This design comes from an exercise in tuning for small area and a short achievable clock period on the open sky130 flow, not from production work. Where RTL was checked, it was by simulation tests only, not by an equivalence proof against the original. The RTL of runs 1 and 2 was laid out without a check of its function. Power is estimated from default activity; no workload was simulated.

### flow/run.sh
#!/bin/bash
# synth_recipe.tcl (not shown) runs the flow's synth.tcl, then flattens the netlist and writes it again
# the make line also repeats each setting of config.mk as NAME=value (left out here)
make -C /OpenROAD-flow-scripts/flow DESIGN_CONFIG=/design/flow/config.mk WORK_HOME=/design/flow/orfs CLKGATE_MAP_FILE= SYNTH_SCRIPT=/design/flow/synth_recipe.tcl finish
### flow/config.mk
export PLATFORM = sky130hd
export DESIGN_NAME = bolt_exec
export DESIGN_NICKNAME = bolt_exec
export VERILOG_FILES = /design/flow/design.v
export SDC_FILE = /design/flow/constraint.sdc
export NUM_CORES = 4
export LEC_CHECK = 0
export CAP_MARGIN = 20
export CORE_MARGIN = 2
export CORE_UTILIZATION = 28
export SETUP_SLACK_MARGIN = 0.5
export SLEW_MARGIN = 20
### flow/constraint.sdc
create_clock -name core_clock -period 6.5 [get_ports {clk}]
set_input_delay 1.3000 -clock core_clock [delete_from_list [all_inputs] [get_ports {clk}]]
set_output_delay 1.3000 -clock core_clock [all_outputs]
set_load 0.01 [all_outputs]
### flow/design.v
module pfx #(parameter int W = 32, parameter int ARCH = 0) (
    input  logic [W-1:0] g,
    input  logic [W-1:0] p,
    output logic [W-1:0] G
);
    localparam int L  = $clog2(W);
    localparam int NL = (ARCH == 1) ? 2 * L - 1 : L;
    function automatic int partner(input int lv, input int i);
        int s;
        partner = -1;
        if (ARCH == 0) begin
            if ((i >> lv) & 1) partner = ((i >> lv) << lv) - 1;
        end else if (ARCH == 2) begin
            if (i >= (1 << lv)) partner = i - (1 << lv);
        end else begin
            if (lv < L) begin
                s = 1 << lv;
                if ((i + 1) % (2 * s) == 0) partner = i - s;
            end else begin
                s = 1 << (2 * L - 2 - lv);
                if ((i + 1) % (2 * s) == s && i > s) partner = i - s;
            end
        end
    endfunction
    function automatic logic [W-1:0] prefix(input logic [W-1:0] gi, input logic [W-1:0] pi);
        logic [W-1:0] gc, pc, gn, pn;
        gc = gi;
        pc = pi;
        for (int lv = 0; lv < NL; lv++) begin
            gn = gc;
            pn = pc;
            for (int i = 0; i < W; i++) begin
                if (partner(lv, i) >= 0) begin
                    gn[i] = gc[i] | (pc[i] & gc[partner(lv, i)]);
                    pn[i] = pc[i] & pc[partner(lv, i)];
                end
            end
            gc = gn;
            pc = pn;
        end
        prefix = gc;
    endfunction
    assign G = prefix(g, p);
endmodule
module pfx_add #(parameter int W = 32, parameter int ARCH = 0) (
    input  logic [W-1:0] p,
    input  logic [W-1:0] g,
    input  logic         cin,
    output logic [W-1:0] s,
    output logic         cout
);
    logic [W-1:0] g0, G;
    assign g0 = {g[W-1:1], g[0] | (p[0] & cin)};
    pfx #(.W(W), .ARCH(ARCH)) u_pfx (.g(g0), .p(p), .G(G));
    assign s    = p ^ {G[W-2:0], cin};
    assign cout = G[W-1];
endmodule
module bolt_exec #(parameter int ADD_ARCH = 0, parameter int TGT_ARCH = 0, parameter int INC_ARCH = 0) (
    input  logic        clk,
    input  logic        rst,      
    input  logic [31:0] instr,    
    input  logic [31:0] rs1,      
    input  logic [31:0] rs2,      
    input  logic [31:0] pc,       
    output logic [31:0] result,   
    output logic [31:0] next_pc,  
    output logic        branch,   
    output logic        reg_wr,   
    output logic        mem_wr,   
    output logic        mem_rd    
);
    logic [6:0] op;
    logic [2:0] f3;
    logic [6:0] f7;
    assign op = instr[6:0];
    assign f3 = instr[14:12];
    assign f7 = instr[31:25];
    logic op03, op13, op17, op23, op33, op37, op63, op67, op6f, op1b, op3b;
    assign op03 = (op == 7'h03);
    assign op13 = (op == 7'h13);
    assign op17 = (op == 7'h17);
    assign op23 = (op == 7'h23);
    assign op33 = (op == 7'h33);
    assign op37 = (op == 7'h37);
    assign op63 = (op == 7'h63);
    assign op67 = (op == 7'h67);
    assign op6f = (op == 7'h6F);
    assign op1b = (op == 7'h1B);
    assign op3b = (op == 7'h3B);
    logic i31, f7z, f7s;
    assign i31 = instr[31];
    assign f7z = (f7 == 7'h00);
    assign f7s = (f7 == 7'h20);
    logic use_rs2, is_s, sub;
    assign use_rs2 = op[5] & (op[4] | (op[6] & ~op[2]));
    assign is_s    = ~op[6] & op[5] & ~op[4];
    assign sub     = (op[6] & ~op[2]) | (op[4] & ~f3[2] & f3[1])
                   | (op[4] & op[5] & ~f3[2] & ~f3[1] & ~f3[0] & instr[30]);
    logic [31:0] bv, bx, ap, ag, sum;
    logic        cout;
    assign bv = use_rs2 ? rs2 : {{20{i31}}, instr[31:25], is_s ? instr[11:7] : instr[24:20]};
    assign bx = bv ^ {32{sub}};
    assign ap = rs1 ^ bx;    
    assign ag = rs1 & bx;    
    pfx_add #(.W(32), .ARCH(ADD_ARCH)) u_add (.p(ap), .g(ag), .cin(sub), .s(sum), .cout(cout));
    logic ltu, lts, eq;
    assign ltu = ~cout;
    assign lts = ltu ^ rs1[31] ^ bv[31];
    assign eq  = &ap;        
    logic        left;
    logic [31:0] shin, sho;
    logic [4:0]  sh;
    assign left = ~f3[2];
    assign sh   = bv[4:0];
    for (genvar i = 0; i < 32; i++) begin : rev
        assign shin[i] = left ? rs1[31-i] : rs1[i];
    end
    assign sho = $signed({instr[30] & rs1[31] & ~left, shin}) >>> sh;
    logic [31:0] timm, tgt, pc4;
    logic        tco;
    assign timm[0]     = 1'b0;
    assign timm[4:1]   = ~op[6] ? 4'd0 : (op[3] ? instr[24:21] : instr[11:8]);
    assign timm[10:5]  = ~op[6] ? 6'd0 : instr[30:25];
    assign timm[11]    = ~op[6] ? 1'b0 : (op[3] ? instr[20] : instr[7]);
    assign timm[19:12] = (op[6] & ~op[3]) ? {8{i31}} : instr[19:12];
    assign timm[30:20] = ~op[6] ? instr[30:20] : {11{i31}};
    assign timm[31]    = i31;
    assign tgt[0] = pc[0];
    pfx_add #(.W(31), .ARCH(TGT_ARCH)) u_tgt (.p(pc[31:1] ^ timm[31:1]), .g(pc[31:1] & timm[31:1]),
                                             .cin(1'b0), .s(tgt[31:1]), .cout(tco));
    logic ico;
    assign pc4[1:0] = pc[1:0];
    pfx_add #(.W(30), .ARCH(INC_ARCH)) u_inc (.p(pc[31:2]), .g(30'd0), .cin(1'b1), .s(pc4[31:2]), .cout(ico));
    logic cond, taken;
    assign cond  = f3[2] ? ((f3[1] ? ltu : lts) ^ f3[0]) : (~f3[1] & (eq ^ f3[0]));
    assign taken = op63 & cond;
    logic alu_i, r_ok;
    logic s_sum, s_shl, s_shr, s_slt, s_sltu, s_xor, s_or, s_and, s_tgt, s_lui, s_pc4, s_hold;
    assign alu_i = op13 | op33;
    assign r_ok  = op13 | f7z;    
    assign s_sum  = ~rst & ((op03 & (f3 != 3'd7)) | (op23 & ~f3[2])
                          | (f3 == 3'd0 & (op13 | (op33 & (f7z | f7s))))) ;
    assign s_shl  = ~rst & alu_i & (f3 == 3'd1) & f7z;
    assign s_slt  = ~rst & alu_i & (f3 == 3'd2) & r_ok;
    assign s_sltu = ~rst & alu_i & (f3 == 3'd3) & r_ok;
    assign s_xor  = ~rst & alu_i & (f3 == 3'd4) & r_ok;
    assign s_shr  = ~rst & alu_i & (f3 == 3'd5) & (f7z | f7s);
    assign s_or   = ~rst & alu_i & (f3 == 3'd6) & r_ok;
    assign s_and  = ~rst & alu_i & (f3 == 3'd7) & r_ok;
    assign s_tgt  = ~rst & op17;
    assign s_lui  = ~rst & op37;
    assign s_pc4  = ~rst & (op6f | (op67 & (f3 == 3'd0)));
    assign s_hold = ~rst & ~(s_sum | s_shl | s_slt | s_sltu | s_xor | s_shr | s_or | s_and
                             | s_tgt | s_lui | s_pc4);
    logic [31:0] rval, luiv, shl;
    assign luiv = {instr[31:12], 12'd0};
    for (genvar i = 0; i < 32; i++) begin : rshl
        assign shl[i] = sho[31-i];
    end
    assign rval = ({32{s_sum}} & sum) | ({32{s_shl}} & shl) | ({32{s_shr}} & sho)
                | ({32{s_xor}} & ap) | ({32{s_or}} & (ap | ag)) | ({32{s_and}} & ag)
                | ({32{s_tgt}} & tgt) | ({32{s_lui}} & luiv) | ({32{s_pc4}} & pc4)
                | ({32{s_hold}} & result)
                | {31'd0, (s_slt & lts) | (s_sltu & ltu)};
    logic jalr, n_tgt, n_sum, n_pc4;
    logic [31:0] nval;
    assign jalr  = op67 & (f3 == 3'd0);
    assign n_tgt = ~rst & (taken | op6f);
    assign n_sum = ~rst & jalr;
    assign n_pc4 = ~rst & ~(taken | op6f | jalr);
    assign nval  = ({32{n_tgt}} & tgt) | ({32{n_sum}} & {sum[31:1], 1'b0}) | ({32{n_pc4}} & pc4);
    logic wr;
    assign wr = op33 | op3b | op13 | op1b | op67 | op03 | op17 | op6f | op37;
    always_ff @(posedge clk) begin
        result  <= rval;
        next_pc <= nval;
        branch  <= ~rst & taken;
        reg_wr  <= ~rst & wr;
        mem_wr  <= ~rst & op23;
        mem_rd  <= ~rst & op03;
    end
endmodule
==> results of run 1 <==
## timing repair
item,CTS,global route
gates resized for setup,2,7
buffers inserted,0,2
pin swaps,0,1
endpoints found under the setup margin,30,31
## final cells by class
type	count	area [sq um]	area share
inverter	101	379.1	0.02644
clock inverter	1	30.03	0.002094
multi-input combinational	1291	9069	0.6323
clock buffer	13	280.3	0.01954
tap	525	656.9	0.04580
timing repair buffer	272	2565	0.1789
sequential	68	1361	0.09492
## worst paths after layout
check | startpoint | to | cells after the start
hold reg to reg | result[3] | result[3] | 2
setup reg to reg | result[2] | result[2] | 2
hold / removal | result[3] | result[3] | 2
setup / recovery | instr[4] | next_pc[15] | 18
## layer usage
metal | GRT usage | part of all wire
met1 | 0.4185 | 0.42
met5 | 0 | 0
met3 | 0.05241 | 0.12
met2 | 0.4232 | 0.40
met4 | 0.1637 | 0.062
## worst register-to-register path: cells and delay by family (launching register included)
| kind | cells | cell delay, ps |
|---|---|---|
| flip-flops | 1 | 390 |
| AO/OA/AOI/OAI | 2 | 1010 |
## cells in the mapped netlist, types with 29 or more instances
master	count
a21oi_1	121
clkbuf_1	68
dfxtp_1	68
ha_1	98
inv_1	99
mux2i_1	84
nand2_1	208
nand3_1	46
nor2_1	108
nor3_1	29
o21ai_0	121
xnor2_1	68
xor2_1	33
## cells in the final DEF (no fill, tap or decap), drive strengths merged, types with 29 or more instances in the layout
cell type,Yosys,routed
a21oi,125,125
buf,30,77
clkdlybuf4s50,0,194
dfxtp,68,68
ha,98,98
inv,100,100
mux2i,85,85
nand2,208,208
nand3,47,47
nor2,108,108
nor3,29,29
o21ai,127,127
xnor2,68,68
xor2,33,33
## power by group
part / total [mW] / switching [mW] / internal, mW
Clock: 0.527 / 0.192 / 0.335
Sequential: 0.449 / 0.0140 / 0.435
Combinational: 1.54 / 0.976 / 0.561
## through the flow
step | power, mW | area (sq um) | setup WS (ps) | utilization | hold slack, ps
2_1_floorplan | 1.293 | 11140 | 526.6 | - | 516.5
3_3_place_gp | 1.917 | 13990 | 194.7 | 0.3547 | 491.9
3_5_place_dp | 1.921 | 13990 | 100.1 | 0.3547 | 505.7
4_1_cts | 2.447 | 14310 | 673.6 | 0.3628 | 523.2
5_1_grt | 2.603 | 14340 | 509.4 | 0.3635 | 554.6
6_report | 2.512 | 14340 | 664.1 | 0.3635 | 519.6
## flip-flops by register name, indices dropped and copies added, names as in the netlist
name     flops
branch       1
reg_wr       1
result      32
mem_rd       1
mem_wr       1
next_pc     32
## cell families after synthesis
logic type | count (synthesis) | share of synthesized area
xor+xnor | 101 | 0.07950
flops | 68 | 0.1223
mux | 113 | 0.1112
compound gates | 482 | 0.2873
buf+inv | 199 | 0.07230
fa+ha+maj | 108 | 0.1282
simple gates | 487 | 0.1991
==> flow_summary.ini, run 1 <==
[run_status]
status = complete, no violations

[worst_setup_path]
cp.required_ps = 6750
crit_family = simple AND/OR/NAND/NOR gates
slowest_delay_ps = 650
path_class = input port to flop
critPathCaptureType = flop
cp-start-kind = input port
crit_top_cell = or3_1
cp_slowest_cell = clkdlybuf4s50_1
crit_chain = clkdlybuf4s50_1 > nor3b_4 > buf_4 > nor2b_1 > or3_1 > xnor2_1 > fa_1 > nand3_1 > a21oi_1 > or3_4 > a221oi_4 > o221a_2 > o41ai_1 > or3_1 > nand3_2 > nand2_1 > buf_12 > o221ai_1
critPathBufInv = 3
cp.arrival_ps = 6090
worstPathMaxFanout = 12
ff2ff_setup_slack_ps = 4930

[synth]
synth_top_area_frac = 0.1223
yosys_warnings = 4
async_reset_ff_frac = 0
synthDistinctLibCells = 76
synth_edf_count = 0
ys_ff_latch = 68
yosys.area.top_type = dfxtp_1
ys_seq_area_frac = 0.1223
synth_area_per_cell_sq_um = 7.142
synth_area_leaders = dfxtp_1, ha_1, mux2i_1
syn_inst = 1558
synth_flop_cell = dfxtp_1
synthesis.area_sq_mm = 0.01113
syn-num-nets = 1796

[clock_network]
ctsHoldBuffers = 0
worstSkewPairLatency_ps = 340
clock-sinks = 68
clkTransAtPathRegs_ps = 70
cts_buffer_depth = 2
cts_tree = yes
cts_max_level = 3
clockRootBuffer = clkbuf_16
cts_buffers = 9

[floorplanning]
io-pin-count = 198
row_count = 73
die_width_um = 203.3
coreArea_sq_mm = 0.03946
fp.dieArea_sq_mm = 0.04135
dieHeight_um = 203.3
initial_core_util = 0.2820

[global_routing]
grt_overflow = 0
grt_pass1_vias = 12720
track_usage = 0.2966
grt_first_pass_wirelength_mm = 89.38
grt_antenna_before_repair = 0
grt_start_max_net_pins = 61

[layout]
area_growth_pct = 28.89
fill_cells = 4196
nets = 1981
layoutNonFillerInstCount = 2271
antenna_cells = 0
drive_gt1_frac = 0.09107

[timing]
finalSetupViolCount = 0
finalCritPeriodShare = 0.8978
slew_headroom = 0.2904
drv_slew = 0
max_slew.worst_pin.slew_ps = 1059
period_minus_slack_ps = 5836
fin_setup_tns_ps = 0
fin_skew_ps = 0
max_freq_ghz = 0.1714
rsz0062_at_grt = false
hold_viol_final = 0

[placed_design]
place_inst = 2255
port_buffers = 197
dp_hpwl_mm = 52.00
place.gp.congestion = 1.071

[drt]
final_antenna_net_count = 0
drt-initial-drc-count = 1780
drt-wirelength-per-cell_um = 27.79
dr.pass1.iters = 8
drc = 0
via_per_inst = 6.000
via_count = 13630
wirelength_mm = 63.11

[job]
drv_cap = 0

[power_and_ir_drop]
p_leak_nw = 5.993
ir_drop_mv = 0.1323
p_per_area_mw_per_mm2 = 175.2

[worst_hold_path]
hp-class = flop to flop
==> run 2, diff against run 1 <==
--- a/flow/config.mk
+++ b/flow/config.mk
@@ -9,4 +9,4 @@
 export CORE_MARGIN = 2
 export CORE_UTILIZATION = 28
-export SETUP_SLACK_MARGIN = 0.5
+export SETUP_SLACK_MARGIN = 2.5
 export SLEW_MARGIN = 20
==> flow_summary.ini, run 2 <==
[run_status]
status = complete, no violations

[layout]
largestRegisters = next_pc: 32 flops, result: 32 flops
nets = 2092
final_common_cell = nand2_1
layout_common_cells = nand2_1, clkdlybuf4s50_1, buf_4
area_growth_pct = 50.46
fill_cells = 4050
drive_gt1_frac = 0.2561
fin_area_sq_mm = 0.01674
antenna_cells = 0

[timing]
fin_setup_tns_ps = 0
period_minus_slack_ps = 5027
rsz0062_at_grt = true
max_freq_ghz = 0.1989
finalCritPeriodShare = 0.7734
hold_viol_final = 0
drv_slew = 0
fin_skew_ps = 0
hold_ws_ps = 501.4
slew_headroom = 0.4052
finalSetupViolCount = 0
max_slew.worst_pin.slew_ps = 882.8
timing.final.ws_setup_ps = 1473

[drt]
dr.pass1.iters = 6
drc = 0
via_count = 14280
via_per_inst = 5.990
wirelength_mm = 68.01
drt-initial-drc-count = 1703
final_antenna_net_count = 0
drt-wirelength-per-cell_um = 28.53

[clock_network]
ctsHoldBuffers = 0
cts_buffers = 9
clkTransAtPathRegs_ps = 70
clock-sinks = 68
cts_tree = yes
clockRootBuffer = clkbuf_16
cts_max_level = 3
worstSkewPairLatency_ps = 350
cts_buffer_depth = 2

[worst_setup_path]
cp.required_ps = 6730
critPathCaptureType = flop
cp-start-kind = input port
worstPathMaxFanout = 8
path_class = input port to flop
cp.arrival_ps = 5250

[global_routing]
grt_overflow = 0
track_usage = 0.3189
grt_antenna_before_repair = 1
grt_start_max_net_pins = 60
grt_first_pass_wirelength_mm = 95.76
grt_pass1_vias = 13510

[floorplanning]
io-pin-count = 198
initial_core_util = 0.2820
coreArea_sq_mm = 0.03946
die_width_um = 203.3
dieHeight_um = 203.3
fp.dieArea_sq_mm = 0.04135
row_count = 73

[synth]
synth_top_area_frac = 0.1223
synthXorXnorAreaFrac = 0.07950
synth_compound_area_frac = 0.2873
muxShareOfSynthArea = 0.1112
ys_ff_latch = 68
syn-num-nets = 1796
synth_area_leaders = dfxtp_1, ha_1, mux2i_1
syn_inst = 1558
synth_commonest_cells = nand2_1, a21oi_1, o21ai_0
synthesis.area_sq_mm = 0.01113
synth_edf_count = 0
synth_area_per_cell_sq_um = 7.142
synth_top_family_by_area = compound AO/OA/AOI/OAI gates
async_reset_ff_frac = 0
synth_simple_gate_area_frac = 0.1991
synthDistinctLibCells = 76
yosys_warnings = 4
yosys.area.top_type = dfxtp_1
synth_most_common_cell = nand2_1
synth_flop_cell = dfxtp_1
ys_seq_area_frac = 0.1223
synthAdderAreaFrac = 0.1282

[placed_design]
dp_hpwl_mm = 53.49
port_buffers = 197
placedInstanceArea_sq_mm = 0.01431
post-place-ws_ps = 173.7
place.gp.congestion = 1.065

[power_and_ir_drop]
p_leak_nw = 6.910
power.total_mw = 2.950
ir_drop_mv = 0.1314
p_per_area_mw_per_mm2 = 176.2

[job]
drv_cap = 0

[worst_hold_path]
hp-class = flop to flop
run 2: where the power goes:
part	switching, mW	leakage, nW	internal (mW)
Combinational	1.15	6.19	0.793
Sequential	0.0139	0.557	0.435
Clock	0.215	0.162	0.347
run 2: critical path, cell delays in order:
cell and delay, ps:
buf_4 100, clkinvlp_4 180, a31oi_4 200, o31ai_4 90, buf_4 160, buf_12 120
buf_16 140, nor2_2 100, a21oi_1 60, fa_2 380, nand3_2 90, a21oi_2 60
or3_4 390, a221oi_4 320, buf_6 150, o221ai_4 100, o221ai_2 250, or3_4 180
nand3_4 150, buf_6 200, and2_4 180, a221o_1 360
run 2: stage by stage:
| stage | util | cells |
|---|---|---|
| 5_1_grt | 0.4243 | 2384 |
| 6_report | 0.4243 | 2384 |
| 3_5_place_dp | 0.3625 | 2267 |
| 4_1_cts | 0.4112 | 2361 |
| 3_3_place_gp | 0.3625 | 2267 |
| 2_1_floorplan | - | 1558 |
run 2: logic make-up (layout without fill, tap and decap cells):
family                   count (synthesis)  after routing
adder cells (fa/ha/maj)                108            108
buffers and inverters                  199            498
multiplexers                           113            113
flip-flops                              68             68
AND/OR/NAND/NOR                        487            488
XOR/XNOR                               101            101
AO/OA/AOI/OAI                          482            483
run 2: path summary, 6_finish.rpt:
kind,from,end,slack (ps),cells after the start
hold reg to reg,result[3],result[3],500,2
setup / recovery,instr[12],next_pc[10],1470,22
setup reg to reg,result[7],result[7],5080,4
hold / removal,result[3],result[3],500,2
run 2: what timing repair did:
item	4_1_cts	5_1_grt
cloned	9	0
endpoints found under the setup margin	64	64
gates resized for setup	282	85
buffers inserted	69	23
pin swaps	76	57
run 2: area by class of cell:
cell class	count	area, sq um	share of cell area
sequential	68	1361	0.08132
timing repair buffer	380	3674	0.2194
clock buffer	10	239.0	0.01427
multi-input combinational	1293	10310	0.6161
timing repair inverter	1	7.507	0.0004484
clock inverter	6	87.58	0.005232
tap	525	656.9	0.03924
inverter	101	401.6	0.02399
run 2: routing by layer:
metal	up-vias	track usage	routed length [um]
li1	6268	-	-
met1	6862	0.4423	28880
met2	990	0.4662	27950
met3	161	0.06056	7271
met4	0	0.1663	3906
met5	-	0	0
==> run 3, diff against run 2 <==
==> flow/design.v (replaced) <==
module bolt_exec(
    input  logic        clk,
    input  logic        rst,      
    input  logic [31:0] instr,    
    input  logic [31:0] rs1,      
    input  logic [31:0] rs2,      
    input  logic [31:0] pc,       
    output logic [31:0] result,   
    output logic [31:0] next_pc,  
    output logic        branch,   
    output logic        reg_wr,   
    output logic        mem_wr,   
    output logic        mem_rd    
);
    logic [6:0] op;
    logic [2:0] f3;
    logic [6:0] f7;
    assign op = instr[6:0];
    assign f3 = instr[14:12];
    assign f7 = instr[31:25];
    logic op03, op13, op17, op23, op33, op37, op63, op67, op6f, op1b, op3b;
    assign op03 = (op == 7'h03);
    assign op13 = (op == 7'h13);
    assign op17 = (op == 7'h17);
    assign op23 = (op == 7'h23);
    assign op33 = (op == 7'h33);
    assign op37 = (op == 7'h37);
    assign op63 = (op == 7'h63);
    assign op67 = (op == 7'h67);
    assign op6f = (op == 7'h6F);
    assign op1b = (op == 7'h1B);
    assign op3b = (op == 7'h3B);
    logic i31;
    assign i31 = instr[31];
    logic use_rs2, is_s, sub;
    assign use_rs2 = op[5] & (op[4] | (op[6] & ~op[2]));
    assign is_s    = ~op[6] & op[5] & ~op[4];
    assign sub     = (op[6] & ~op[2]) | (op[4] & ~f3[2] & f3[1])
                   | (op[4] & op[5] & ~f3[2] & ~f3[1] & ~f3[0] & instr[30]);
    logic [31:0] bv, bx;
    assign bv = use_rs2 ? rs2 : {{20{i31}}, instr[31:25], is_s ? instr[11:7] : instr[24:20]};
    assign bx = bv ^ {32{sub}};
    logic [32:0] sum;
    assign sum = {1'b0, rs1} + {1'b0, bx} + {32'd0, sub};
    logic ltu, lts, eq;
    assign ltu = ~sum[32];
    assign lts = (rs1[31] ^ bv[31]) ? rs1[31] : sum[31];
    assign eq  = (rs1 == rs2);
    logic [4:0]  sh;
    logic [31:0] shr, shl;
    assign sh  = bv[4:0];
    assign shr = $signed({instr[30] & rs1[31], rs1}) >>> sh;
    assign shl = rs1 << sh;
    logic [31:0] timm, tgt, pc4;
    assign timm[0]     = 1'b0;
    assign timm[4:1]   = ~op[6] ? 4'd0 : (op[3] ? instr[24:21] : instr[11:8]);
    assign timm[10:5]  = ~op[6] ? 6'd0 : instr[30:25];
    assign timm[11]    = ~op[6] ? 1'b0 : (op[3] ? instr[20] : instr[7]);
    assign timm[19:12] = (op[6] & ~op[3]) ? {8{i31}} : instr[19:12];
    assign timm[30:20] = ~op[6] ? instr[30:20] : {11{i31}};
    assign timm[31]    = i31;
    assign tgt = pc + timm;
    assign pc4 = pc + 32'd4;
    logic cond, taken;
    assign cond  = f3[2] ? ((f3[1] ? ltu : lts) ^ f3[0]) : (~f3[1] & (eq ^ f3[0]));
    assign taken = op63 & cond;
    logic alu_i, upd;
    assign alu_i = op13 | op33;
    always_comb begin
        upd = 1'b0;
        if (op03 && f3 != 3'd7) upd = 1'b1;
        if (op23 && !f3[2]) upd = 1'b1;
        if (op13 && (f3 != 3'd1 || f7 == 7'h00) && (f3 != 3'd5 || f7 == 7'h00 || f7 == 7'h20)) upd = 1'b1;
        if (op33 && (f7 == 7'h00 || (f7 == 7'h20 && (f3 == 3'd0 || f3 == 3'd5)))) upd = 1'b1;
        if (op17 || op37 || op6f || (op67 && f3 == 3'd0)) upd = 1'b1;
    end
    logic [31:0] rval;
    always_comb begin
        if (op17)                 rval = tgt;
        else if (op37)            rval = {instr[31:12], 12'd0};
        else if (op[6])           rval = pc4;
        else if (!alu_i)          rval = sum[31:0];
        else case (f3)
            3'd0: rval = sum[31:0];
            3'd1: rval = shl;
            3'd2: rval = {31'd0, lts};
            3'd3: rval = {31'd0, ltu};
            3'd4: rval = rs1 ^ bv;
            3'd5: rval = shr;
            3'd6: rval = rs1 | bv;
            default: rval = rs1 & bv;
        endcase
    end
    logic [31:0] npc;
    assign npc = (taken || op6f) ? tgt : (op67 && f3 == 3'd0) ? {sum[31:1], 1'b0} : pc4;
    logic wr;
    assign wr = op33 | op3b | op13 | op1b | op67 | op03 | op17 | op6f | op37;
    always_ff @(posedge clk) begin
        if (rst) begin
            result  <= 32'd0;
            next_pc <= 32'd0;
            branch  <= 1'b0;
            reg_wr  <= 1'b0;
            mem_wr  <= 1'b0;
            mem_rd  <= 1'b0;
        end else begin
            if (upd) result <= rval;
            next_pc <= npc;
            branch  <= taken;
            reg_wr  <= wr;
            mem_wr  <= op23;
            mem_rd  <= op03;
        end
    end
endmodule
--- a/flow/config.mk
+++ b/flow/config.mk
@@ -9,4 +9,4 @@
 export CORE_MARGIN = 2
 export CORE_UTILIZATION = 28
-export SETUP_SLACK_MARGIN = 2.5
+export SETUP_SLACK_MARGIN = 0.5
 export SLEW_MARGIN = 20
==> flow_summary.ini, run 3 <==
[timing]
rsz0062_at_grt = false
max_slew.worst_pin.slew_ps = 1134
period_minus_slack_ps = 5858
drv_slew = 0
fin_setup_tns_ps = 0
max_freq_ghz = 0.1707
hold_ws_ps = 493.8
finalSetupViolCount = 0
hold_viol_final = 0
fin_skew_ps = 0
finalCritPeriodShare = 0.9012
slew_headroom = 0.2343

[floorplanning]
coreArea_sq_mm = 0.05141
dieHeight_um = 232.2
row_count = 83
initial_core_util = 0.2836
io-pin-count = 198
die_width_um = 232.2
fp.dieArea_sq_mm = 0.05391

[synth]
yosys_warnings = 1
muxShareOfSynthArea = 0.1305
syn-num-nets = 2320
synth_flop_cell = dfxtp_1
ys_seq_area_frac = 0.09337
syn_inst = 2060
synth_top_area_frac = 0.1099
yosys.area.top_type = ha_1
synthXorXnorAreaFrac = 0.08891
synth_edf_count = 0
synth_most_common_cell = nand2_1
synth_top_family_by_area = compound AO/OA/AOI/OAI gates
synthAdderAreaFrac = 0.1126
synth_area_leaders = ha_1, mux2i_1, dfxtp_1
synthesis.area_sq_mm = 0.01458
async_reset_ff_frac = 0
synth_area_per_cell_sq_um = 7.077
synthDistinctLibCells = 89
ys_ff_latch = 68
synth_simple_gate_area_frac = 0.1843
synth_compound_area_frac = 0.3215
synth_commonest_cells = nand2_1, a21oi_1, nor2_1

[global_routing]
use_met1 = 0.4121
track_usage = 0.3165
grt-busiest-layer = met2
grt_start_max_net_pins = 64
grt_antenna_before_repair = 2
grt.met3_usage = 0.04961
grt_first_pass_wirelength_mm = 124.5
grt_pass1_vias = 17380
grt_overflow = 0
grt_util_met2 = 0.4990

[drt]
drt-wirelength-per-cell_um = 30.20
wirelength_mm = 89.11
drc = 0
drt-initial-drc-count = 2427
final_antenna_net_count = 0
via_count = 18250
via_per_inst = 6.185
dr.pass1.iters = 6

[worst_setup_path]
cp-start-kind = input port
critPathBufInv = 6
slowest_delay_ps = 570
cp_slowest_cell = or4b_4
crit_family = compound AO/OA/AOI/OAI gates
cp.required_ps = 6780
worstPathMaxFanout = 23
critPathCaptureType = flop
path_class = input port to flop
cp.arrival_ps = 6140
ff2ff_setup_slack_ps = 5070
crit_chain = clkdlybuf4s50_1 > buf_4 > nand2b_2 > a21oi_4 > buf_4 > clkbuf_16 > nor2_1 > a21oi_2 > xnor2_1 > ha_1 > inv_1 > or4b_4 > a21oi_4 > a41o_2 > a311oi_1 > a2111oi_4 > a31oi_4 > clkbuf_16 > or2_2 > a21oi_1

[layout]
nets = 2525
largestRegisters = next_pc: 32 flops, result: 32 flops
drive_gt1_frac = 0.1044
final_common_cell = nand2_1
post-route-util = 0.3550
area_growth_pct = 25.19
layout_common_cells = nand2_1, clkdlybuf4s50_1, nor2_1
fin_area_sq_mm = 0.01825

[power_and_ir_drop]
pwr-share-seq = 0.153
switching_power_mw = 1.507
p_int_mw = 1.427
ir_drop_mv = 0.1011
p_per_area_mw_per_mm2 = 160.8
p_leak_nw = 7.726
clockPowerShare = 0.164
sw_frac_of_total = 0.5137
p_comb_frac = 0.684

[clock_network]
cts_max_level = 3
clock-sinks = 68
clkTransAtPathRegs_ps = 60
ctsHoldBuffers = 0
cts_tree = yes
cts_buffer_depth = 2
cts_buffers = 9
clockRootBuffer = clkbuf_16
worstSkewPairLatency_ps = 360

[placed_design]
place.gp.congestion = 1.060
placedInstanceArea_sq_mm = 0.01776
port_buffers = 197
dp_hpwl_mm = 70.87

[job]
drv_cap = 0

[worst_hold_path]
hp-class = flop to flop

[run_status]
status = complete, no violations
[run 3: changes by cell type after synthesis, moves of 16 or more]
cell,change
nor2_1,+83
mux2i_1,+60
a21o_1,+33
xor2_1,+33
a211oi_1,+19
ha_1,+30
a21oi_1,+81
o211ai_1,+16
[run 3: final cells by class]
| cell class | instances | area (sq um) |
|---|---|---|
| Fill cell | 5497 | 33150 |
| Multi-Input combinational cell | 1758 | 12350 |
| Timing Repair Buffer | 325 | 3023 |
| Sequential cell | 68 | 1361 |
| Tap cell | 680 | 850.8 |
| Inverter | 103 | 389.1 |
| Clock buffer | 10 | 239.0 |
| Clock inverter | 6 | 40.04 |
| Antenna cell | 1 | 2.502 |
[run 3: cell families after synthesis]
kind of cell,after synthesis
mux,178
simple gates,600
compound gates,702
buf+inv,234
xor+xnor,148
flops,68
fa+ha+maj,130
[run 3: final timing paths]
check,depth (start not counted),to,from
max,20,next_pc[30],instr[2]
min,2,result[16],result[16]
max reg2reg,5,result[26],result[26]
min reg2reg,2,result[16],result[16]
[run 3: metal layers]
metal / up-vias / wire [um]
li1: 8023 / -
met1: 8740 / 36250
met2: 1234 / 38760
met3: 254 / 8357
met4: 2 / 5727
met5: - / 12
[run 3: tightest hold or removal path, cell delays in order (launching register included)]
cell	delay (ps)
dfxtp_1	340
a32oi_1	70
nand2_1	60
[run 3: power by group through the flow]
stage	combinational [mW]	clock (mW)	sequential, mW
after floorplan	1.15	0	0.460
after global placement	1.92	0	0.458
after detailed placement	1.91	0	0.458
after CTS	1.92	0.481	0.448
after global routing	2.11	0.496	0.449
final	2.01	0.480	0.448
[run 3: repair_timing]
action                                  in CTS  in global routing
endpoints found under the setup margin       0                 32
buffers inserted                             0                  5
resized for setup                            0                 28
[run 3: per-stage QoR]
step,cells,worst slack [ps],power (mW)
global placement,2926,229.5,2.377
detailed placement,2926,213.5,2.372
CTS,2942,571.0,2.854
finish,2951,642.4,2.934
floorplan,2060,541.1,1.606
global route,2950,488.5,3.055

-- port drivers added, routing unchanged --
In the flow no input, the clock included, has a driving cell. The finished layouts below were timed again as built, in two steps. Step 1: set_driving_cell puts a clkbuf_16 on clk and a buf_2 on each other input, an assumption about the parent block. Step 2 also shifts input and output timing later by t, the mid clock arrival at the registers, as if the neighbouring blocks saw the same clock. Three values: ideal ports, drivers, drivers and shift; two values: the first two.
run	shift t [ns]	slack for setup (ns)	worst setup path at the end	slew at the worst register clock pin (ns)	pins driven straight from the clock port
run 1	0.389	0.664 / 0.685 / 0.296	input to register	0.07 / 0.07	1
run 2	0.391	1.473 / 1.487 / 1.096	input to register	0.07 / 0.07	1
run 3	0.402	0.642 / 0.669 / 0.267	input to register	0.07 / 0.07	1
After both steps every run listed still meets setup and hold. For run 2, which loses most, drivers alone change the setup slack by +0.014 ns; drivers and shift together by -0.377 ns.
